Source: an optimization exercise on an open RTL-to-GDS flow (aim: small area). Production flows keep margins and buffers that such runs may drop.
Only simulation tests tie the RTL to the original design; equivalence was not proved.
Power figures rest on the tool's default switching activity, not on a simulated workload.

$ cat flow/run.sh
#!/bin/bash
# Own flow: the standard ORFS layout (standard.sh) with these changes:
# - synthesis: ABC maps the logic with an area-only script
#   (flow/abc_area_own.script) and Yosys's adder extraction is off, so ABC sees
#   all of the logic. Flip-flops are mapped before ABC, exactly as in the
#   standard synthesis.
# - every port still gets its own buffer, but a sky130_fd_sc_hd__buf_1.
# - clock tree: clkbuf_4 buffers, sink clusters of up to 10 within 40 um,
#   no dummy loads.
set -euo pipefail
W=$PWD
{ cat "$W/flow/abc_proc.tcl"; cat "$W/synth_recipe.tcl"; } > "$W/own_synth.tcl"
export OWN_ABC_SCRIPT="$W/flow/abc_area_own.script"
bash "$W/standard.sh" SYNTH_SCRIPT="$W/own_synth.tcl" ADDER_MAP_FILE= \
  BUFFER_PORTS_ARGS="-buffer_cell sky130_fd_sc_hd__buf_1" \
  CTS_ARGS="-sink_clustering_enable -repair_clock_nets -dont_use_dummy_load -buf_list {sky130_fd_sc_hd__clkbuf_4} -sink_clustering_size 10 -sink_clustering_max_diameter 40" \
  finish > "$W/flow_make.log" 2>&1
$ cat flow/abc_area_own.script
strash
&get -n
&deepsyn -T 60
&put
dch -f
amap -m -F 4 -A 12 -C 1000
topo
stime -c
$ cat flow/abc_proc.tcl
# Use this flow's own ABC script for the combinational mapping; flip-flops are
# mapped before ABC runs and are left exactly as the standard synthesis makes them.
proc abc {args} {
  set i [lsearch -exact $args -script]
  if {$i >= 0} { lset args [expr {$i + 1}] $::env(OWN_ABC_SCRIPT) }
  yosys abc {*}$args
}
$ cat standard.sh
#!/bin/bash
# synth_recipe.tcl (not shown) runs the flow's synth.tcl, then flattens the netlist and writes it again
# the make line also repeats each setting of config.mk as NAME=value (left out here)
make -C /OpenROAD-flow-scripts/flow DESIGN_CONFIG=/design/flow/config.mk WORK_HOME=/design/flow/orfs CLKGATE_MAP_FILE= SYNTH_SCRIPT=/design/flow/synth_recipe.tcl "${@:-finish}"
$ cat config.mk
export PLATFORM = sky130hd
export DESIGN_NAME = IOTDF
export DESIGN_NICKNAME = IOTDF
export VERILOG_FILES = /design/flow/design.v
export SDC_FILE = /design/flow/constraint.sdc
export NUM_CORES = 4
export LEC_CHECK = 0
export ABC_AREA = 1
export CAP_MARGIN = 20
export CORE_MARGIN = 2
export CORE_UTILIZATION = 50
export SLEW_MARGIN = 20
$ cat constraint.sdc
create_clock -name core_clock -period 8.0 [get_ports {clk}]
set_input_delay 1.6000 -clock core_clock [delete_from_list [all_inputs] [get_ports {clk}]]
set_output_delay 1.6000 -clock core_clock [all_outputs]
set_load 0.01 [all_outputs]
$ cat design.v
`timescale 1ns/10ps
module IOTDF( clk, rst, in_en, iot_in, fn_sel, busy, valid, iot_out);
input          clk;
input          rst;
input          in_en;
input  [7:0]   iot_in;
input  [2:0]   fn_sel;
output         busy;
output         valid;
output [127:0] iot_out;
integer m;
reg [2:0] state;
reg [3:0] cnt;
reg       f1;
reg       valid_r;
assign busy  = 1'b0;
assign valid = valid_r;
wire des   = ~state[2] & ~(state[1] & state[0]);
wire enc   = state[0];
wire crcm  = state[1] & state[0];
wire sortm = state[2];
wire first = (cnt == 4'd0);
wire [3:0] cnt_n = cnt + 4'd1;
always @(posedge clk or posedge rst) begin
    if (rst) begin
        state   <= 3'd0;
        cnt     <= 4'd0;
        f1      <= 1'b0;
        valid_r <= 1'b0;
    end else begin
        if (state == 3'd0) state <= fn_sel;
        if (state != 3'd0) cnt <= cnt_n;
        if (cnt == 4'd15) f1 <= 1'b1;
        valid_r <= (cnt == 4'd15) & f1;
    end
end
reg [127:0] S;
wire [7:0] bin = (sortm & ~cnt[3]) ?
    {iot_in[6], iot_in[7], iot_in[4], iot_in[5], iot_in[2], iot_in[3], iot_in[0], iot_in[1]} : iot_in;
always @(posedge clk) S <= {bin, S[127:8]};
reg [31:0] nL, nR;
reg [27:0] nC, nD;
reg [7:0]  nPAR;
wire [31:0] L = ~nL, R = ~nR;
wire [27:0] C = ~nC, D = ~nD;
wire [7:0] PAR = ~nPAR;
wire [63:0] s_ip;
wire [55:0] s_pc1;
wire [7:0]  s_par;
IP   u_IPs (.i(S[63:0]),   .o(s_ip));
PC1  u_PC1s(.i(S[127:64]), .o(s_pc1));
PARX u_PARs(.i(S[127:64]), .o(s_par));
reg s1;
wire [27:0] rC, rD;
always @(posedge clk)
    s1 <= enc ? (cnt_n == 4'd1 || cnt_n == 4'd2 || cnt_n == 4'd9  || cnt_n == 4'd0)
              : (cnt_n == 4'd1 || cnt_n == 4'd8 || cnt_n == 4'd15 || cnt_n == 4'd0);
wire [27:0] kC = enc ? rC : C;
wire [27:0] kD = enc ? rD : D;
wire [47:0] K;
PC2 u_PC2 (.i({kC, kD}), .o(K));
wire [31:0] f_out;
F u_F (.R(R), .K(K), .o(f_out));
wire [63:0] v_lo_raw;
wire [63:0] v_hi;
FP     u_FPv (.i({L, R}), .o(v_lo_raw));
PC1INV u_PIv (.i({C, D, PAR}), .o(v_hi));
wire [127:0] V;
genvar g;
generate for (g = 0; g < 32; g = g + 1) begin : g_vlo
    assign V[2*g]   = v_lo_raw[2*g+1];
    assign V[2*g+1] = v_lo_raw[2*g];
end endgenerate
assign V[127:64] = v_hi;
function gt8(input [7:0] a, input [7:0] b);
    integer j;
    reg r;
    begin
        r = 1'b0;
        for (j = 0; j < 8; j = j + 1) r = (a[j] & ~b[j]) | (~(a[j] ^ b[j]) & r);
        gt8 = r;
    end
endfunction
reg [15:0] selA, selB;
reg sw;
always @(*) begin
    for (m = 0; m < 8; m = m + 1) begin
        sw = gt8(V[16*m +: 8], V[16*m+8 +: 8]) && (cnt != ((2*m+2) % 16));
        selA[2*m+1]          = sortm & ~sw;
        selB[2*m+1]          = sortm & sw;
        selA[(2*m+2) % 16]   = sortm & sw;
        selB[(2*m+2) % 16]   = sortm & ~sw;
    end
end
wire [127:0] Vn;
generate for (g = 0; g < 16; g = g + 1) begin : g_vn
    assign Vn[8*g +: 8] = ({8{selA[g]}} & V[16*(((g+15)%16)/2) +: 8]) |
                          ({8{selB[g]}} & V[16*(((g+15)%16)/2)+8 +: 8]);
end endgenerate
wire [127:0] Vt;
generate for (g = 0; g < 32; g = g + 1) begin : g_vt
    assign Vt[2*g]   = Vn[2*g+1];
    assign Vt[2*g+1] = Vn[2*g];
end endgenerate
assign Vt[127:64] = Vn[127:64];
wire [63:0] t_ip;
wire [55:0] t_pc1;
wire [7:0]  t_par;
IP   u_IPt (.i(Vt[63:0]),   .o(t_ip));
PC1  u_PC1t(.i(Vt[127:64]), .o(t_pc1));
PARX u_PARt(.i(Vt[127:64]), .o(t_par));
wire el1 = des & enc & s1;
wire el2 = des & enc & ~s1;
wire dr1 = des & ~enc & s1;
wire dr2 = des & ~enc & ~s1;
wire [31:0] uL   = ({32{des}} & R) | t_ip[63:32];
wire [31:0] uR   = ({32{des}} & (L ^ f_out)) | t_ip[31:0];
assign rC = ({28{el1}} & {C[26:0], C[27]}) | ({28{el2}} & {C[25:0], C[27:26]}) |
            ({28{dr1}} & {C[0], C[27:1]})  | ({28{dr2}} & {C[1:0], C[27:2]});
wire [27:0] uC = rC | t_pc1[55:28];
assign rD = ({28{el1}} & {D[26:0], D[27]}) | ({28{el2}} & {D[25:0], D[27:26]}) |
            ({28{dr1}} & {D[0], D[27:1]})  | ({28{dr2}} & {D[1:0], D[27:2]});
wire [27:0] uD = rD | t_pc1[27:0];
wire [7:0]  uPAR = ({8{des}}  & PAR) | t_par;
always @(posedge clk) begin
    if (first) begin
        {nL, nR} <= ~s_ip;
        {nC, nD} <= ~s_pc1;
        nPAR     <= ~s_par;
    end else begin
        nL   <= ~uL;
        nR   <= ~uR;
        nC   <= ~uC;
        nD   <= ~uD;
        nPAR <= ~uPAR;
    end
end
function [2:0] mulx(input [2:0] a);
    mulx = {a[1:0], 1'b0} ^ (a[2] ? 3'b101 : 3'b000);
endfunction
function [2:0] crc_step(input [2:0] b0, input [7:0] d);
    integer j;
    reg [2:0] a, r;
    begin
        a = b0;
        for (j = 0; j < 6; j = j + 1) a = mulx(a);
        r = 3'd0;
        for (j = 7; j >= 0; j = j - 1) r = mulx(r) ^ {2'b00, d[j]};
        for (j = 0; j < 4; j = j + 1) r = mulx(r);
        crc_step = a ^ r;
    end
endfunction
reg [2:0] crc;
always @(posedge clk) crc <= crc_step(first ? 3'd0 : crc, S[7:0]);
wire [63:0] o_lo;
wire [63:0] o_hi;
FP     u_FPo (.i({uR, uL}), .o(o_lo));
PC1INV u_PIo (.i({uC, uD, uPAR}), .o(o_hi));
assign iot_out = {o_hi, o_lo[63:3], o_lo[2:0] | ({3{crcm}} & crc)};
endmodule
module PC1INV(
    input  [63:0] i,
    output [63:0] o
);
assign o = {i[56], i[48], i[40], i[8], i[12], i[20], i[28], i[7], i[57], i[49], i[41], i[9], i[13], i[21], i[29], i[6], i[58], i[50], i[42], i[10], i[14], i[22], i[30], i[5], i[59], i[51], i[43], i[11], i[15], i[23], i[31], i[4], i[60], i[52], i[44], i[36], i[16], i[24], i[32], i[3], i[61], i[53], i[45], i[37], i[17], i[25], i[33], i[2], i[62], i[54], i[46], i[38], i[18], i[26], i[34], i[1], i[63], i[55], i[47], i[39], i[19], i[27], i[35], i[0]};
endmodule
module PARX(
    input  [63:0] i,
    output [7:0] o
);
assign o = {i[56], i[48], i[40], i[32], i[24], i[16], i[8], i[0]};
endmodule
module F(
    input  [31:0] R,
    input  [47:0] K,
    output [31:0] o
);
wire [47:0] R_exp;
Expansion u_Expansion(.i(R), .o(R_exp));
wire [47:0] R_xor_K = R_exp ^ K;
wire [31:0] S_o;
S1 u_S1 (.i(R_xor_K[47:42]), .o(S_o[31:28]));
S2 u_S2 (.i(R_xor_K[41:36]), .o(S_o[27:24]));
S3 u_S3 (.i(R_xor_K[35:30]), .o(S_o[23:20]));
S4 u_S4 (.i(R_xor_K[29:24]), .o(S_o[19:16]));
S5 u_S5 (.i(R_xor_K[23:18]), .o(S_o[15:12]));
S6 u_S6 (.i(R_xor_K[17:12]), .o(S_o[11:8]));
S7 u_S7 (.i(R_xor_K[11:6]), .o(S_o[7:4]));
S8 u_S8 (.i(R_xor_K[5:0]), .o(S_o[3:0]));
P u_P (.i(S_o), .o(o));
endmodule
module PC1(
    input  [63:0] i,
    output [55:0] o
);
assign o = {
    i[7], i[15], i[23], i[31], i[39], i[47], i[55], i[63],
    i[6], i[14], i[22], i[30], i[38], i[46], i[54], i[62], 
    i[5], i[13], i[21], i[29], i[37], i[45], i[53], i[61],
    i[4], i[12], i[20], i[28],
    i[1], i[9], i[17], i[25], i[33], i[41], i[49], i[57],
    i[2], i[10], i[18], i[26], i[34], i[42], i[50], i[58],
    i[3], i[11], i[19], i[27], i[35], i[43], i[51], i[59],
    i[36], i[44], i[52], i[60]
};
endmodule
module PC2(
    input  [55:0] i,
    output [47:0] o
);
assign o = {
    i[42], i[39], i[45], i[32], i[55], i[51], i[53], i[28],
    i[41], i[50], i[35], i[46], i[33], i[37], i[44], i[52],
    i[30], i[48], i[40], i[49], i[29], i[36], i[43], i[54],
    i[15], i[4], i[25], i[19], i[9], i[1], i[26], i[16],
    i[5], i[11], i[23], i[8], i[12], i[7], i[17], i[0],
    i[22], i[3], i[10], i[14], i[6], i[20], i[27], i[24]
};
endmodule
module IP(
    input  [63:0] i,
    output [63:0] o
);
assign o = {
    i[6], i[14], i[22], i[30], i[38], i[46], i[54], i[62],
    i[4], i[12], i[20], i[28], i[36], i[44], i[52], i[60],
    i[2], i[10], i[18], i[26], i[34], i[42], i[50], i[58],
    i[0], i[8], i[16], i[24], i[32], i[40], i[48], i[56],
    i[7], i[15], i[23], i[31], i[39], i[47], i[55], i[63],
    i[5], i[13], i[21], i[29], i[37], i[45], i[53], i[61],
    i[3], i[11], i[19], i[27], i[35], i[43], i[51], i[59],
    i[1], i[9], i[17], i[25], i[33], i[41], i[49], i[57]
};
endmodule
module FP(
    input  [63:0] i,
    output [63:0] o
);
assign o = {
    i[24], i[56], i[16], i[48], i[8], i[40], i[0], i[32],
    i[25], i[57], i[17], i[49], i[9], i[41], i[1], i[33],
    i[26], i[58], i[18], i[50], i[10], i[42], i[2], i[34],
    i[27], i[59], i[19], i[51], i[11], i[43], i[3], i[35],
    i[28], i[60], i[20], i[52], i[12], i[44], i[4], i[36],
    i[29], i[61], i[21], i[53], i[13], i[45], i[5], i[37],
    i[30], i[62], i[22], i[54], i[14], i[46], i[6], i[38],
    i[31], i[63], i[23], i[55], i[15], i[47], i[7], i[39]
};
endmodule
module P(
    input  [31:0] i,
    output [31:0] o
);
assign o = {
    i[16], i[25], i[12], i[11], i[3], i[20], i[4], i[15],
    i[31], i[17], i[9], i[6], i[27], i[14], i[1], i[22],
    i[30], i[24], i[8], i[18], i[0], i[5], i[29], i[23],
    i[13], i[19], i[2], i[26], i[10], i[21], i[28], i[7]
};
endmodule
module Expansion(
    input  [31:0] i,
    output [47:0] o
);
assign o = {
    i[0], i[31], i[30], i[29], i[28], i[27],
    i[28], i[27], i[26], i[25], i[24], i[23],
    i[24], i[23], i[22], i[21], i[20], i[19],
    i[20], i[19], i[18], i[17], i[16], i[15],
    i[16], i[15], i[14], i[13], i[12], i[11],
    i[12], i[11], i[10], i[9], i[8], i[7],
    i[8], i[7], i[6], i[5], i[4], i[3],
    i[4], i[3], i[2], i[1], i[0], i[31]
};
endmodule
module CSL1(
    input [27:0] i,
    output [27:0] o
);
assign o = {i[26:0], i[27]};
endmodule
module CSL2(
    input [27:0] i,
    output [27:0] o
);
assign o = {i[25:0], i[27:26]};
endmodule
module S1(
    input [5:0] i,
    output [3:0] o
);
reg [3:0] o_r;
assign o = o_r;
always @(*) begin
    case(i)
        6'b000000: o_r = 4'd14;
        6'b000010: o_r = 4'd4;
        6'b000100: o_r = 4'd13;
        6'b000110: o_r = 4'd1;
        6'b001000: o_r = 4'd2;
        6'b001010: o_r = 4'd15;
        6'b001100: o_r = 4'd11;
        6'b001110: o_r = 4'd8;
        6'b010000: o_r = 4'd3;
        6'b010010: o_r = 4'd10;
        6'b010100: o_r = 4'd6;
        6'b010110: o_r = 4'd12;
        6'b011000: o_r = 4'd5;
        6'b011010: o_r = 4'd9;
        6'b011100: o_r = 4'd0;
        6'b011110: o_r = 4'd7;
        6'b000001: o_r = 4'd0;
        6'b000011: o_r = 4'd15;
        6'b000101: o_r = 4'd7;
        6'b000111: o_r = 4'd4;
        6'b001001: o_r = 4'd14;
        6'b001011: o_r = 4'd2;
        6'b001101: o_r = 4'd13;
        6'b001111: o_r = 4'd1;
        6'b010001: o_r = 4'd10;
        6'b010011: o_r = 4'd6;
        6'b010101: o_r = 4'd12;
        6'b010111: o_r = 4'd11;
        6'b011001: o_r = 4'd9;
        6'b011011: o_r = 4'd5;
        6'b011101: o_r = 4'd3;
        6'b011111: o_r = 4'd8;
        6'b100000: o_r = 4'd4;
        6'b100010: o_r = 4'd1;
        6'b100100: o_r = 4'd14;
        6'b100110: o_r = 4'd8;
        6'b101000: o_r = 4'd13;
        6'b101010: o_r = 4'd6;
        6'b101100: o_r = 4'd2;
        6'b101110: o_r = 4'd11;
        6'b110000: o_r = 4'd15;
        6'b110010: o_r = 4'd12;
        6'b110100: o_r = 4'd9;
        6'b110110: o_r = 4'd7;
        6'b111000: o_r = 4'd3;
        6'b111010: o_r = 4'd10;
        6'b111100: o_r = 4'd5;
        6'b111110: o_r = 4'd0;
        6'b100001: o_r = 4'd15;
        6'b100011: o_r = 4'd12;
        6'b100101: o_r = 4'd8;
        6'b100111: o_r = 4'd2;
        6'b101001: o_r = 4'd4;
        6'b101011: o_r = 4'd9;
        6'b101101: o_r = 4'd1;
        6'b101111: o_r = 4'd7;
        6'b110001: o_r = 4'd5;
        6'b110011: o_r = 4'd11;
        6'b110101: o_r = 4'd3;
        6'b110111: o_r = 4'd14;
        6'b111001: o_r = 4'd10;
        6'b111011: o_r = 4'd0;
        6'b111101: o_r = 4'd6;
        6'b111111: o_r = 4'd13;
    endcase
end
endmodule
module S2(
    input [5:0] i,
    output [3:0] o
);
reg [3:0] o_r;
assign o = o_r;
always @(*) begin
    case(i)
        6'b000000: o_r = 4'd15;
        6'b000010: o_r = 4'd1;
        6'b000100: o_r = 4'd8;
        6'b000110: o_r = 4'd14;
        6'b001000: o_r = 4'd6;
        6'b001010: o_r = 4'd11;
        6'b001100: o_r = 4'd3;
        6'b001110: o_r = 4'd4;
        6'b010000: o_r = 4'd9;
        6'b010010: o_r = 4'd7;
        6'b010100: o_r = 4'd2;
        6'b010110: o_r = 4'd13;
        6'b011000: o_r = 4'd12;
        6'b011010: o_r = 4'd0;
        6'b011100: o_r = 4'd5;
        6'b011110: o_r = 4'd10;
        6'b000001: o_r = 4'd3;
        6'b000011: o_r = 4'd13;
        6'b000101: o_r = 4'd4;
        6'b000111: o_r = 4'd7;
        6'b001001: o_r = 4'd15;
        6'b001011: o_r = 4'd2;
        6'b001101: o_r = 4'd8;
        6'b001111: o_r = 4'd14;
        6'b010001: o_r = 4'd12;
        6'b010011: o_r = 4'd0;
        6'b010101: o_r = 4'd1;
        6'b010111: o_r = 4'd10;
        6'b011001: o_r = 4'd6;
        6'b011011: o_r = 4'd9;
        6'b011101: o_r = 4'd11;
        6'b011111: o_r = 4'd5;
        6'b100000: o_r = 4'd0;
        6'b100010: o_r = 4'd14;
        6'b100100: o_r = 4'd7;
        6'b100110: o_r = 4'd11;
        6'b101000: o_r = 4'd10;
        6'b101010: o_r = 4'd4;
        6'b101100: o_r = 4'd13;
        6'b101110: o_r = 4'd1;
        6'b110000: o_r = 4'd5;
        6'b110010: o_r = 4'd8;
        6'b110100: o_r = 4'd12;
        6'b110110: o_r = 4'd6;
        6'b111000: o_r = 4'd9;
        6'b111010: o_r = 4'd3;
        6'b111100: o_r = 4'd2;
        6'b111110: o_r = 4'd15;
        6'b100001: o_r = 4'd13;
        6'b100011: o_r = 4'd8;
        6'b100101: o_r = 4'd10;
        6'b100111: o_r = 4'd1;
        6'b101001: o_r = 4'd3;
        6'b101011: o_r = 4'd15;
        6'b101101: o_r = 4'd4;
        6'b101111: o_r = 4'd2;
        6'b110001: o_r = 4'd11;
        6'b110011: o_r = 4'd6;
        6'b110101: o_r = 4'd7;
        6'b110111: o_r = 4'd12;
        6'b111001: o_r = 4'd0;
        6'b111011: o_r = 4'd5;
        6'b111101: o_r = 4'd14;
        6'b111111: o_r = 4'd9;
    endcase
end
endmodule
module S3(
    input [5:0] i,
    output [3:0] o
);
reg [3:0] o_r;
assign o = o_r;
always @(*) begin
    case(i)
        6'b000000: o_r = 4'd10;
        6'b000010: o_r = 4'd0;
        6'b000100: o_r = 4'd9;
        6'b000110: o_r = 4'd14;
        6'b001000: o_r = 4'd6;
        6'b001010: o_r = 4'd3;
        6'b001100: o_r = 4'd15;
        6'b001110: o_r = 4'd5;
        6'b010000: o_r = 4'd1;
        6'b010010: o_r = 4'd13;
        6'b010100: o_r = 4'd12;
        6'b010110: o_r = 4'd7;
        6'b011000: o_r = 4'd11;
        6'b011010: o_r = 4'd4;
        6'b011100: o_r = 4'd2;
        6'b011110: o_r = 4'd8;
        6'b000001: o_r = 4'd13;
        6'b000011: o_r = 4'd7;
        6'b000101: o_r = 4'd0;
        6'b000111: o_r = 4'd9;
        6'b001001: o_r = 4'd3;
        6'b001011: o_r = 4'd4;
        6'b001101: o_r = 4'd6;
        6'b001111: o_r = 4'd10;
        6'b010001: o_r = 4'd2;
        6'b010011: o_r = 4'd8;
        6'b010101: o_r = 4'd5;
        6'b010111: o_r = 4'd14;
        6'b011001: o_r = 4'd12;
        6'b011011: o_r = 4'd11;
        6'b011101: o_r = 4'd15;
        6'b011111: o_r = 4'd1;
        6'b100000: o_r = 4'd13;
        6'b100010: o_r = 4'd6;
        6'b100100: o_r = 4'd4;
        6'b100110: o_r = 4'd9;
        6'b101000: o_r = 4'd8;
        6'b101010: o_r = 4'd15;
        6'b101100: o_r = 4'd3;
        6'b101110: o_r = 4'd0;
        6'b110000: o_r = 4'd11;
        6'b110010: o_r = 4'd1;
        6'b110100: o_r = 4'd2;
        6'b110110: o_r = 4'd12;
        6'b111000: o_r = 4'd5;
        6'b111010: o_r = 4'd10;
        6'b111100: o_r = 4'd14;
        6'b111110: o_r = 4'd7;
        6'b100001: o_r = 4'd1;
        6'b100011: o_r = 4'd10;
        6'b100101: o_r = 4'd13;
        6'b100111: o_r = 4'd0;
        6'b101001: o_r = 4'd6;
        6'b101011: o_r = 4'd9;
        6'b101101: o_r = 4'd8;
        6'b101111: o_r = 4'd7;
        6'b110001: o_r = 4'd4;
        6'b110011: o_r = 4'd15;
        6'b110101: o_r = 4'd14;
        6'b110111: o_r = 4'd3;
        6'b111001: o_r = 4'd11;
        6'b111011: o_r = 4'd5;
        6'b111101: o_r = 4'd2;
        6'b111111: o_r = 4'd12;
    endcase
end
endmodule
module S4(
    input [5:0] i,
    output [3:0] o
);
reg [3:0] o_r;
assign o = o_r;
always @(*) begin
    case(i)
        6'b000000: o_r = 4'd7;
        6'b000010: o_r = 4'd13;
        6'b000100: o_r = 4'd14;
        6'b000110: o_r = 4'd3;
        6'b001000: o_r = 4'd0;
        6'b001010: o_r = 4'd6;
        6'b001100: o_r = 4'd9;
        6'b001110: o_r = 4'd10;
        6'b010000: o_r = 4'd1;
        6'b010010: o_r = 4'd2;
        6'b010100: o_r = 4'd8;
        6'b010110: o_r = 4'd5;
        6'b011000: o_r = 4'd11;
        6'b011010: o_r = 4'd12;
        6'b011100: o_r = 4'd4;
        6'b011110: o_r = 4'd15;
        6'b000001: o_r = 4'd13;
        6'b000011: o_r = 4'd8;
        6'b000101: o_r = 4'd11;
        6'b000111: o_r = 4'd5;
        6'b001001: o_r = 4'd6;
        6'b001011: o_r = 4'd15;
        6'b001101: o_r = 4'd0;
        6'b001111: o_r = 4'd3;
        6'b010001: o_r = 4'd4;
        6'b010011: o_r = 4'd7;
        6'b010101: o_r = 4'd2;
        6'b010111: o_r = 4'd12;
        6'b011001: o_r = 4'd1;
        6'b011011: o_r = 4'd10;
        6'b011101: o_r = 4'd14;
        6'b011111: o_r = 4'd9;
        6'b100000: o_r = 4'd10;
        6'b100010: o_r = 4'd6;
        6'b100100: o_r = 4'd9;
        6'b100110: o_r = 4'd0;
        6'b101000: o_r = 4'd12;
        6'b101010: o_r = 4'd11;
        6'b101100: o_r = 4'd7;
        6'b101110: o_r = 4'd13;
        6'b110000: o_r = 4'd15;
        6'b110010: o_r = 4'd1;
        6'b110100: o_r = 4'd3;
        6'b110110: o_r = 4'd14;
        6'b111000: o_r = 4'd5;
        6'b111010: o_r = 4'd2;
        6'b111100: o_r = 4'd8;
        6'b111110: o_r = 4'd4;
        6'b100001: o_r = 4'd3;
        6'b100011: o_r = 4'd15;
        6'b100101: o_r = 4'd0;
        6'b100111: o_r = 4'd6;
        6'b101001: o_r = 4'd10;
        6'b101011: o_r = 4'd1;
        6'b101101: o_r = 4'd13;
        6'b101111: o_r = 4'd8;
        6'b110001: o_r = 4'd9;
        6'b110011: o_r = 4'd4;
        6'b110101: o_r = 4'd5;
        6'b110111: o_r = 4'd11;
        6'b111001: o_r = 4'd12;
        6'b111011: o_r = 4'd7;
        6'b111101: o_r = 4'd2;
        6'b111111: o_r = 4'd14;
    endcase
end
endmodule
module S5(
    input [5:0] i,
    output [3:0] o
);
reg [3:0] o_r;
assign o = o_r;
always @(*) begin
    case(i)
        6'b000000: o_r = 4'd2;
        6'b000010: o_r = 4'd12;
        6'b000100: o_r = 4'd4;
        6'b000110: o_r = 4'd1;
        6'b001000: o_r = 4'd7;
        6'b001010: o_r = 4'd10;
        6'b001100: o_r = 4'd11;
        6'b001110: o_r = 4'd6;
        6'b010000: o_r = 4'd8;
        6'b010010: o_r = 4'd5;
        6'b010100: o_r = 4'd3;
        6'b010110: o_r = 4'd15;
        6'b011000: o_r = 4'd13;
        6'b011010: o_r = 4'd0;
        6'b011100: o_r = 4'd14;
        6'b011110: o_r = 4'd9;
        6'b000001: o_r = 4'd14;
        6'b000011: o_r = 4'd11;
        6'b000101: o_r = 4'd2;
        6'b000111: o_r = 4'd12;
        6'b001001: o_r = 4'd4;
        6'b001011: o_r = 4'd7;
        6'b001101: o_r = 4'd13;
        6'b001111: o_r = 4'd1;
        6'b010001: o_r = 4'd5;
        6'b010011: o_r = 4'd0;
        6'b010101: o_r = 4'd15;
        6'b010111: o_r = 4'd10;
        6'b011001: o_r = 4'd3;
        6'b011011: o_r = 4'd9;
        6'b011101: o_r = 4'd8;
        6'b011111: o_r = 4'd6;
        6'b100000: o_r = 4'd4;
        6'b100010: o_r = 4'd2;
        6'b100100: o_r = 4'd1;
        6'b100110: o_r = 4'd11;
        6'b101000: o_r = 4'd10;
        6'b101010: o_r = 4'd13;
        6'b101100: o_r = 4'd7;
        6'b101110: o_r = 4'd8;
        6'b110000: o_r = 4'd15;
        6'b110010: o_r = 4'd9;
        6'b110100: o_r = 4'd12;
        6'b110110: o_r = 4'd5;
        6'b111000: o_r = 4'd6;
        6'b111010: o_r = 4'd3;
        6'b111100: o_r = 4'd0;
        6'b111110: o_r = 4'd14;
        6'b100001: o_r = 4'd11;
        6'b100011: o_r = 4'd8;
        6'b100101: o_r = 4'd12;
        6'b100111: o_r = 4'd7;
        6'b101001: o_r = 4'd1;
        6'b101011: o_r = 4'd14;
        6'b101101: o_r = 4'd2;
        6'b101111: o_r = 4'd13;
        6'b110001: o_r = 4'd6;
        6'b110011: o_r = 4'd15;
        6'b110101: o_r = 4'd0;
        6'b110111: o_r = 4'd9;
        6'b111001: o_r = 4'd10;
        6'b111011: o_r = 4'd4;
        6'b111101: o_r = 4'd5;
        6'b111111: o_r = 4'd3;
    endcase
end
endmodule
module S6(
    input [5:0] i,
    output [3:0] o
);
reg [3:0] o_r;
assign o = o_r;
always @(*) begin
    case(i)
        6'b000000: o_r = 4'd12;
        6'b000010: o_r = 4'd1;
        6'b000100: o_r = 4'd10;
        6'b000110: o_r = 4'd15;
        6'b001000: o_r = 4'd9;
        6'b001010: o_r = 4'd2;
        6'b001100: o_r = 4'd6;
        6'b001110: o_r = 4'd8;
        6'b010000: o_r = 4'd0;
        6'b010010: o_r = 4'd13;
        6'b010100: o_r = 4'd3;
        6'b010110: o_r = 4'd4;
        6'b011000: o_r = 4'd14;
        6'b011010: o_r = 4'd7;
        6'b011100: o_r = 4'd5;
        6'b011110: o_r = 4'd11;
        6'b000001: o_r = 4'd10;
        6'b000011: o_r = 4'd15;
        6'b000101: o_r = 4'd4;
        6'b000111: o_r = 4'd2;
        6'b001001: o_r = 4'd7;
        6'b001011: o_r = 4'd12;
        6'b001101: o_r = 4'd9;
        6'b001111: o_r = 4'd5;
        6'b010001: o_r = 4'd6;
        6'b010011: o_r = 4'd1;
        6'b010101: o_r = 4'd13;
        6'b010111: o_r = 4'd14;
        6'b011001: o_r = 4'd0;
        6'b011011: o_r = 4'd11;
        6'b011101: o_r = 4'd3;
        6'b011111: o_r = 4'd8;
        6'b100000: o_r = 4'd9;
        6'b100010: o_r = 4'd14;
        6'b100100: o_r = 4'd15;
        6'b100110: o_r = 4'd5;
        6'b101000: o_r = 4'd2;
        6'b101010: o_r = 4'd8;
        6'b101100: o_r = 4'd12;
        6'b101110: o_r = 4'd3;
        6'b110000: o_r = 4'd7;
        6'b110010: o_r = 4'd0;
        6'b110100: o_r = 4'd4;
        6'b110110: o_r = 4'd10;
        6'b111000: o_r = 4'd1;
        6'b111010: o_r = 4'd13;
        6'b111100: o_r = 4'd11;
        6'b111110: o_r = 4'd6;
        6'b100001: o_r = 4'd4;
        6'b100011: o_r = 4'd3;
        6'b100101: o_r = 4'd2;
        6'b100111: o_r = 4'd12;
        6'b101001: o_r = 4'd9;
        6'b101011: o_r = 4'd5;
        6'b101101: o_r = 4'd15;
        6'b101111: o_r = 4'd10;
        6'b110001: o_r = 4'd11;
        6'b110011: o_r = 4'd14;
        6'b110101: o_r = 4'd1;
        6'b110111: o_r = 4'd7;
        6'b111001: o_r = 4'd6;
        6'b111011: o_r = 4'd0;
        6'b111101: o_r = 4'd8;
        6'b111111: o_r = 4'd13;
    endcase
end
endmodule
module S7(
    input [5:0] i,
    output [3:0] o
);
reg [3:0] o_r;
assign o = o_r;
always @(*) begin
    case(i)
        6'b000000: o_r = 4'd4;
        6'b000010: o_r = 4'd11;
        6'b000100: o_r = 4'd2;
        6'b000110: o_r = 4'd14;
        6'b001000: o_r = 4'd15;
        6'b001010: o_r = 4'd0;
        6'b001100: o_r = 4'd8;
        6'b001110: o_r = 4'd13;
        6'b010000: o_r = 4'd3;
        6'b010010: o_r = 4'd12;
        6'b010100: o_r = 4'd9;
        6'b010110: o_r = 4'd7;
        6'b011000: o_r = 4'd5;
        6'b011010: o_r = 4'd10;
        6'b011100: o_r = 4'd6;
        6'b011110: o_r = 4'd1;
        6'b000001: o_r = 4'd13;
        6'b000011: o_r = 4'd0;
        6'b000101: o_r = 4'd11;
        6'b000111: o_r = 4'd7;
        6'b001001: o_r = 4'd4;
        6'b001011: o_r = 4'd9;
        6'b001101: o_r = 4'd1;
        6'b001111: o_r = 4'd10;
        6'b010001: o_r = 4'd14;
        6'b010011: o_r = 4'd3;
        6'b010101: o_r = 4'd5;
        6'b010111: o_r = 4'd12;
        6'b011001: o_r = 4'd2;
        6'b011011: o_r = 4'd15;
        6'b011101: o_r = 4'd8;
        6'b011111: o_r = 4'd6;
        6'b100000: o_r = 4'd1;
        6'b100010: o_r = 4'd4;
        6'b100100: o_r = 4'd11;
        6'b100110: o_r = 4'd13;
        6'b101000: o_r = 4'd12;
        6'b101010: o_r = 4'd3;
        6'b101100: o_r = 4'd7;
        6'b101110: o_r = 4'd14;
        6'b110000: o_r = 4'd10;
        6'b110010: o_r = 4'd15;
        6'b110100: o_r = 4'd6;
        6'b110110: o_r = 4'd8;
        6'b111000: o_r = 4'd0;
        6'b111010: o_r = 4'd5;
        6'b111100: o_r = 4'd9;
        6'b111110: o_r = 4'd2;
        6'b100001: o_r = 4'd6;
        6'b100011: o_r = 4'd11;
        6'b100101: o_r = 4'd13;
        6'b100111: o_r = 4'd8;
        6'b101001: o_r = 4'd1;
        6'b101011: o_r = 4'd4;
        6'b101101: o_r = 4'd10;
        6'b101111: o_r = 4'd7;
        6'b110001: o_r = 4'd9;
        6'b110011: o_r = 4'd5;
        6'b110101: o_r = 4'd0;
        6'b110111: o_r = 4'd15;
        6'b111001: o_r = 4'd14;
        6'b111011: o_r = 4'd2;
        6'b111101: o_r = 4'd3;
        6'b111111: o_r = 4'd12;
    endcase
end
endmodule
module S8(
    input [5:0] i,
    output [3:0] o
);
reg [3:0] o_r;
assign o = o_r;
always @(*) begin
    case(i)
        6'b000000: o_r = 4'd13;
        6'b000010: o_r = 4'd2;
        6'b000100: o_r = 4'd8;
        6'b000110: o_r = 4'd4;
        6'b001000: o_r = 4'd6;
        6'b001010: o_r = 4'd15;
        6'b001100: o_r = 4'd11;
        6'b001110: o_r = 4'd1;
        6'b010000: o_r = 4'd10;
        6'b010010: o_r = 4'd9;
        6'b010100: o_r = 4'd3;
        6'b010110: o_r = 4'd14;
        6'b011000: o_r = 4'd5;
        6'b011010: o_r = 4'd0;
        6'b011100: o_r = 4'd12;
        6'b011110: o_r = 4'd7;
        6'b000001: o_r = 4'd1;
        6'b000011: o_r = 4'd15;
        6'b000101: o_r = 4'd13;
        6'b000111: o_r = 4'd8;
        6'b001001: o_r = 4'd10;
        6'b001011: o_r = 4'd3;
        6'b001101: o_r = 4'd7;
        6'b001111: o_r = 4'd4;
        6'b010001: o_r = 4'd12;
        6'b010011: o_r = 4'd5;
        6'b010101: o_r = 4'd6;
        6'b010111: o_r = 4'd11;
        6'b011001: o_r = 4'd0;
        6'b011011: o_r = 4'd14;
        6'b011101: o_r = 4'd9;
        6'b011111: o_r = 4'd2;
        6'b100000: o_r = 4'd7;
        6'b100010: o_r = 4'd11;
        6'b100100: o_r = 4'd4;
        6'b100110: o_r = 4'd1;
        6'b101000: o_r = 4'd9;
        6'b101010: o_r = 4'd12;
        6'b101100: o_r = 4'd14;
        6'b101110: o_r = 4'd2;
        6'b110000: o_r = 4'd0;
        6'b110010: o_r = 4'd6;
        6'b110100: o_r = 4'd10;
        6'b110110: o_r = 4'd13;
        6'b111000: o_r = 4'd15;
        6'b111010: o_r = 4'd3;
        6'b111100: o_r = 4'd5;
        6'b111110: o_r = 4'd8;
        6'b100001: o_r = 4'd2;
        6'b100011: o_r = 4'd1;
        6'b100101: o_r = 4'd14;
        6'b100111: o_r = 4'd7;
        6'b101001: o_r = 4'd4;
        6'b101011: o_r = 4'd10;
        6'b101101: o_r = 4'd8;
        6'b101111: o_r = 4'd13;
        6'b110001: o_r = 4'd15;
        6'b110011: o_r = 4'd12;
        6'b110101: o_r = 4'd9;
        6'b110111: o_r = 4'd0;
        6'b111001: o_r = 4'd3;
        6'b111011: o_r = 4'd5;
        6'b111101: o_r = 4'd6;
        6'b111111: o_r = 4'd11;
    endcase
end
endmodule
==> flow_summary.ini, run 1 <==
[critical_path]
worstSetupPathType = register to output pin
slowest_delay_ns = 0.87
arrival_ns = 6.17
start_kind = register
reg2reg_depth = 23
cp_cell_sequence = clkinv_1 -> nor2_1 -> nor2_2 -> clkinv_4 -> nor3_4 -> clkinvlp_4 -> nor2_1 -> a21oi_1 -> o21ai_0 -> nor2_1 -> a21oi_1 -> clkinv_1 -> nor2_1 -> a21oi_1 -> o31ai_1 -> a31oi_1 -> o32ai_1 -> a21oi_1 -> a222oi_1 -> o21ai_0 -> buf_1
crit_cells = 21
cp-end-kind = output pin
critPathSlowestCell = a222oi_1
cp.required_ns = 6.40
crit_buf_inv = 5
critPathTopFamily = compound AO/OA/AOI/OAI gates
critPathMaxFanout = 12
reg2reg_slack_ns = 2.61

[global_route]
antenna_found_initial = 1
grt_pass1_wl_mm = 79.0
grt_pass1_vias = 13623
grt_overflow = 0
grtUsageTotal = 0.357
grt_max_degree = 78

[timing]
fmax_ghz = 0.129
setup_viol_count_final = 0
finalCritPeriodShare = 0.971
maxSlewViolCount = 0
fin_skew_ns = 0.0913
worst_pin_slew_ns = 1.08
relSlewSlack = 0.277
hold_viol = 0
fin_crit_ns = 7.77
fin_ws_ns = 0.230
holdWs_ns = 0.293

[yosys]
yosys.area_share.simple = 0.131
synthArstFlopShare = 0.0335
ys.flop_type = dfxtp_1
yosysWarnings = 9
synth-seq-cells = 269
synth.top_cell.area_share = 0.387
syn_avg_cell_area_um2 = 7.59
synth_mux_area_frac = 0
synth.largest_area_cell = dfxtp_1
ys_seq_area_frac = 0.403
synth_top_family_by_area = compound AO/OA/AOI/OAI gates
synth_edf_count = 0
synthAdderAreaFrac = 0
synth_cell_types = 47
syn_area_mm2 = 0.0135
synthCells = 1775
synth_xor_area_frac = 0.00130
synth_compound_area_frac = 0.411
synth_nets = 1789
synth_top_cells_by_area = dfxtp_1 (39%), nor2_1 (8.8%), o21ai_0 (7.7%)

[clock_tree]
tritoncts = yes
clk_path_buf_depth = 3
numClockSinks = 269
cts-root-buf = clkbuf_4
numCtsBuffers = 39
holdBufCountCts = 0
cts.clk_slew.worst_paths_ns = 0.11
h-tree-depth = 2
clock_latency_ns = 0.70

[routing]
drc_errors = 0
drt-initial-drc-count = 2438
avgViaCountPerCell = 6.63
first_pass_iters = 8
vias = 15355
routed_wl_mm = 52.6
wl_per_cell_um = 22.7
ant_nets = 0

[floorplanning]
die_y_um = 168
start_util = 0.504
chipWidth_um = 168
placementRows = 60
coreArea_mm2 = 0.0267
ios = 144
die_area_mm2 = 0.0283

[job]
maxCapViolCount = 0

[pwr]
vdd_drop_max_v = 0.000155
p_leak_nw = 5.20
power_density_mw_per_mm2 = 189

[finish]
syn_to_final_growth_pct = 11.0
layout-drive-gt1-share = 0.0370
num-nets-final = 1990
nFillCells = 2634

[place]
io_buffer_count = 141
place_hpwl_mm = 39.6
gp_congestion = 0.987
pre_cts_ws_ns = 0.888

[worst_hold_path]
hold_class = register to register
min_delay_path_depth = 0

[run_status]
status = complete, no violations
-- sequential cells by signal, indices dropped and copies added, names as in the netlist --
signal	count
crc	3
valid_r	1
state	3
nPAR	8
S	128
f1	1
s1	1
cnt	4
nL	32
nR	32
nC	28
nD	28
-- layout by cell type, fill, tap and decap left out, types with 9 or more instances in the layout --
cell type,count
o211ai_1,20
a22oi_1,27
o32ai_1,9
o21a_1,38
nor2_1,316
nand2_1,94
nor3_1,20
o221ai_1,102
o22a_1,19
o22ai_1,153
a21oi_1,197
dfxtp_1,260
a222oi_1,15
clkbuf_4,39
a31oi_1,9
buf_4,17
dfrtp_1,9
o221a_1,9
clkinv_1,187
o21ai_0,201
buf_1,141
-- synth_stat cells (10+ instances only) --
cell type	n
a21oi_1	198
a222oi_1	15
a22oi_1	28
clkinv_1	191
dfxtp_1	260
nand2_1	95
nor2_1	317
nor3_1	22
o211ai_1	20
o21a_1	38
o21ai_0	208
o221ai_1	103
o22a_1	19
o22ai_1	153
o32ai_1	10
-- worst paths after layout --
path                                 startpoint                   end
max in group asynchronous                   rst  state[2]$_DFFE_PP0N_
min                               S[41]$_DFF_P_         S[33]$_DFF_P_
min in group asynchronous                   rst  state[1]$_DFFE_PP0N_
max                        state[0]$_DFFE_PP0N_            iot_out[2]
max reg2reg                state[0]$_DFFE_PP0N_        nR[28]$_DFF_P_
min reg2reg                       S[41]$_DFF_P_         S[33]$_DFF_P_
-- layout make-up --
| class | instances | area, um2 | share of cell area |
|---|---|---|---|
| repair inverters | 1 | 5.00 | 0.000335 |
| repair buffers | 160 | 679 | 0.0455 |
| diodes | 2 | 5.00 | 0.000335 |
| well taps | 341 | 427 | 0.0285 |
| inverters | 191 | 732 | 0.0490 |
| flip-flops and latches | 269 | 5430 | 0.363 |
| clock buffers | 39 | 293 | 0.0196 |
| multi-input cells | 1314 | 7370 | 0.493 |
-- repair_timing --
| action | 4_1_cts | 5_1_grt |
|---|---|---|
| setup buffers | 0 | 2 |
| setup endpoints to repair | 0 | 11 |
| gates resized for setup | 0 | 17 |
-- per-layer routing --
layer | vias to the layer above | wire length (um) | global-route usage
met4 | 0 | 1810 | 0.114
met5 | - | 0 | 0
met1 | 7129 | 21800 | 0.487
met3 | 128 | 5570 | 0.0769
met2 | 930 | 23400 | 0.565
li1 | 7168 | - | -
-- through the flow --
step	power [mW]	util	std cells	cell area (um2)	TNS, ns
2_1_floorplan	1.92	-	1775	13500	0
3_3_place_gp	2.16	0.546	2273	14600	0
3_5_place_dp	2.16	0.546	2273	14600	0
4_1_cts	2.81	0.557	2312	14900	0
5_1_grt	2.95	0.559	2317	14900	-0.000606
6_report	2.83	0.559	2317	14900	0
-- kinds of logic (layout without fill, tap and decap cells) --
logic type,count (synthesis),after routing
AOI/OAI and AO/OA,860,860
and+or+nand+nor,451,451
DFF,269,269
buffers and inverters,192,391
xor gates and xnor gates,2,2
other,1,3
-- report_power, final --
group          switching (mW)  leakage (nW)  internal [mW]  total [mW]
clock network           0.447         0.179          0.224       0.671
logic                   0.443          2.72          0.211       0.655
registers              0.0845          2.30           1.42        1.50
total                   0.975          5.20           1.85        2.83
==> inputs of run 2 (changes only) <==
==> flow/abc_area_own.script (replaced) <==
strash
&get -n
&deepsyn -T 60
&put
dch -f
amap -m -F 4 -A 12 -C 1000
strash
dch -f
amap -m -F 4 -A 12 -C 1000
topo
stime -c
==> run 2 against run 1 <==
Against the previous run:
- worst hold slack gained 0.023 ns
- utilization is essentially flat
- cell area shrank 0.33%
- via count shrank 0.74%
- register-to-register slack gained 0.02 ns
- synthesized area shrank 0.18%
- global-route usage shrank 0.24 points
- combinational power grew 3.1%
- still clean on timing, DRC and antenna
- worst setup slack gained 0.26 ns
==> flow_summary.ini, run 2 <==
[job]
maxCapViolCount = 0

[place]
place_inst = 2291
dpl-instance-area_mm2 = 0.0145
pre_cts_ws_ns = 0.940
io_buffer_count = 141
gp_congestion = 0.979
place_hpwl_mm = 39.1

[yosys]
ys.flop_type = dfxtp_1
synth_edf_count = 0
synth_nets = 1809
yosysWarnings = 9
synth_top_cells_by_area = dfxtp_1 (39%), o21ai_0 (9.0%), nor2_1 (8.8%)
synthArstFlopShare = 0.0335
syn_area_mm2 = 0.0134
synth_cell_types = 39
yosysMostFrequentCell = nor2_1
syn_avg_cell_area_um2 = 7.49
synth-seq-cells = 269
ys_seq_area_frac = 0.404
synth.top_cell.area_share = 0.387
yosys-top-cells-count = nor2_1 (316), dfxtp_1 (260), o21ai_0 (241), a21oi_1 (222), clkinv_1 (210)
synthCells = 1795
synth.largest_area_cell = dfxtp_1

[global_route]
antenna_found_initial = 2
grt_pass1_wl_mm = 78.4
grt_max_degree = 75
grtUsageTotal = 0.354
grt_overflow = 0
grt_pass1_vias = 13720

[worst_hold_path]
min_delay_path_depth = 0
hold_class = register to register

[critical_path]
start_kind = register
critPathMaxFanout = 12
crit_cells = 24
worstSetupPathType = register to output pin
crit_top_cell = nor2_1
cp-end-kind = output pin
critPathTopFamily = compound AO/OA/AOI/OAI gates
reg2reg_depth = 24
crit_buf_inv = 8
slowest_delay_ns = 0.48
arrival_ns = 5.91
cp_cell_sequence = clkinv_1 -> nor2_2 -> nor2_2 -> clkinv_2 -> nor3_4 -> buf_4 -> clkinv_1 -> buf_4 -> o22a_1 -> o21ai_0 -> nor2_1 -> a21oi_1 -> clkinv_1 -> nor2_1 -> nor2_1 -> nor2_1 -> nor2_1 -> o21ai_0 -> a21oi_1 -> o32ai_2 -> a21oi_1 -> a222oi_1 -> clkinv_1 -> buf_1
critPathSlowestCell = o32ai_2
cp.required_ns = 6.40

[routing]
first_pass_iters = 8
vias = 15241
drt-initial-drc-count = 2135
drc_errors = 0
wl_per_cell_um = 22.3
routed_wl_mm = 51.9
avgViaCountPerCell = 6.54
ant_nets = 0

[finish]
design_area_mm2 = 0.0149
num-nets-final = 2005
layoutNonFillerInstCount = 2332
syn_to_final_growth_pct = 10.8
nFillCells = 2674
layout-drive-gt1-share = 0.0367
reg_top3 = S (128), nL (32), nR (32)
postLayoutCoreUtil = 0.559
seq_area_mm2 = 0.00543
top_register = S
final_common_cell = nor2_1
mostFrequentLayoutCells = nor2_1 (311), dfxtp_1 (260), o21ai_0 (240)
multi_input_area_mm2 = 0.00730
largest_reg_flops = 128

[pwr]
p_leak_nw = 5.22
power_density_mw_per_mm2 = 190
vdd_drop_max_v = 0.000147
power_mw = 2.83

[floorplanning]
chipWidth_um = 168
coreArea_mm2 = 0.0267
ios = 144
start_util = 0.504
die_y_um = 168
die_area_mm2 = 0.0282
placementRows = 60

[timing]
relSlewSlack = 0.280
worst_pin_slew_ns = 1.08
fmax_ghz = 0.133
hold_viol = 0
finalSetupTns_ns = 0
fin_crit_ns = 7.51
maxSlewViolCount = 0
finalCritPeriodShare = 0.938
holdWs_ns = 0.316
rsz0062_at_grt = false
setup_viol_count_final = 0
fin_skew_ns = 0.130
fin_ws_ns = 0.494

[clock_tree]
tritoncts = yes
cts.clk_slew.worst_paths_ns = 0.10
cts-root-buf = clkbuf_4
numClockSinks = 269
holdBufCountCts = 0
numCtsBuffers = 38
h-tree-depth = 2
clk_path_buf_depth = 3
clock_latency_ns = 0.70

[run_status]
status = complete, no violations
run 2: cell types whose count changed after synthesis, sizes merged, moves of 5 or more:
| cell | before | now |
|---|---|---|
| clkinv | 191 | 210 |
| o32a | 5 | 10 |
| o211ai | 20 | 7 |
| o22ai | 153 | 174 |
| o221a | 9 | 16 |
| nand2 | 95 | 76 |
| a21oi | 198 | 222 |
| o21ai | 208 | 241 |
| o21a | 38 | 15 |
| a22oi | 28 | 37 |
| o221ai | 103 | 73 |
| o32ai | 10 | 5 |
run 2: worst paths after layout:
check / start / to / slack (ns)
max in group asynchronous: rst / state[2]$_DFFE_PP0N_ / 7.01
hold reg to reg: S[42]$_DFF_P_ / S[34]$_DFF_P_ / 0.32
hold / removal: S[42]$_DFF_P_ / S[34]$_DFF_P_ / 0.32
setup reg to reg: state[0]$_DFFE_PP0N_ / nR[28]$_DFF_P_ / 2.63
setup / recovery: state[0]$_DFFE_PP0N_ / iot_out[30] / 0.49
min in group asynchronous: rst / valid_r$_DFF_PP0_ / 0.77
run 2: what timing repair did:
action,in CTS,in global routing
buffers inserted,0,1
endpoints found under the setup margin,0,8
gates resized for setup,0,13
run 2: worst register-to-register path, cell delays in order, from the launching register on:
cell	delay, ns
dfrtp_1	0.40
clkinv_1	0.19
nor2_2	0.10
nor2_2	0.12
clkinv_2	0.11
nor3_4	0.19
buf_4	0.22
clkinv_1	0.26
buf_4	0.28
o22a_1	0.22
o21ai_0	0.17
nor2_1	0.07
a21oi_1	0.36
clkinv_1	0.27
nor2_1	0.23
nor2_1	0.12
nor2_1	0.21
nor2_1	0.10
o21ai_0	0.21
a21oi_1	0.09
o32ai_2	0.48
a21oi_1	0.14
a222oi_1	0.30
clkinv_1	0.20
o22ai_1	0.13
run 2: where the power goes:
| group | switching (mW) | internal [mW] | total, mW |
|---|---|---|---|
| logic | 0.455 | 0.220 | 0.675 |
| clock network | 0.436 | 0.219 | 0.655 |
| registers | 0.0799 | 1.42 | 1.50 |
run 2: cells by family after synthesis:
kind of cell | after synthesis | share of synthesized area
AOI/OAI and AO/OA | 883 | 0.411
xor gates and xnor gates | 1 | 0.000652
buffers and inverters | 211 | 0.0592
DFF | 269 | 0.404
other | 1 | 0.000279
and+or+nand+nor | 430 | 0.125
run 2: routing by layer:
layer	up-vias	track usage	share of wire
met3	136	0.0830	0.11
met1	7081	0.476	0.41
li1	7177	-	-
met5	-	0	0
met2	847	0.563	0.44
met4	0	0.119	0.037
run 2: cell type report:
type	instances	area share
Clock buffer	38	0.0192
Inverter	210	0.0532
Sequential cell	269	0.365
Tap cell	341	0.0286
Antenna cell	2	0.000336
Timing Repair Buffer	157	0.0438
Multi-Input combinational cell	1315	0.490

[port drivers added, routing unchanged]
The results above use ideal ports. As a check the final layouts listed here were re-extracted and re-timed, cells and wires unchanged.
Step 1: set_driving_cell puts a clkbuf_16 on clk and a buf_2 on each other input, an assumption about the parent block.
Step 2 also shifts input and output timing later by t, the mid clock arrival at the registers, as if the neighbouring blocks saw the same clock.
a / b / c = ideal / step 1 / step 2; a / b = the first two.
run | t (ns) | setup WS [ns] | slew at the worst register clock pin (ns)
run 1 | 0.692 | 0.230 / 0.184 / 0.875 | 0.12 / 0.12
run 2 | 0.683 | 0.494 / 0.447 / 1.130 | 0.11 / 0.11
After both steps setup and hold are still met in every run listed.
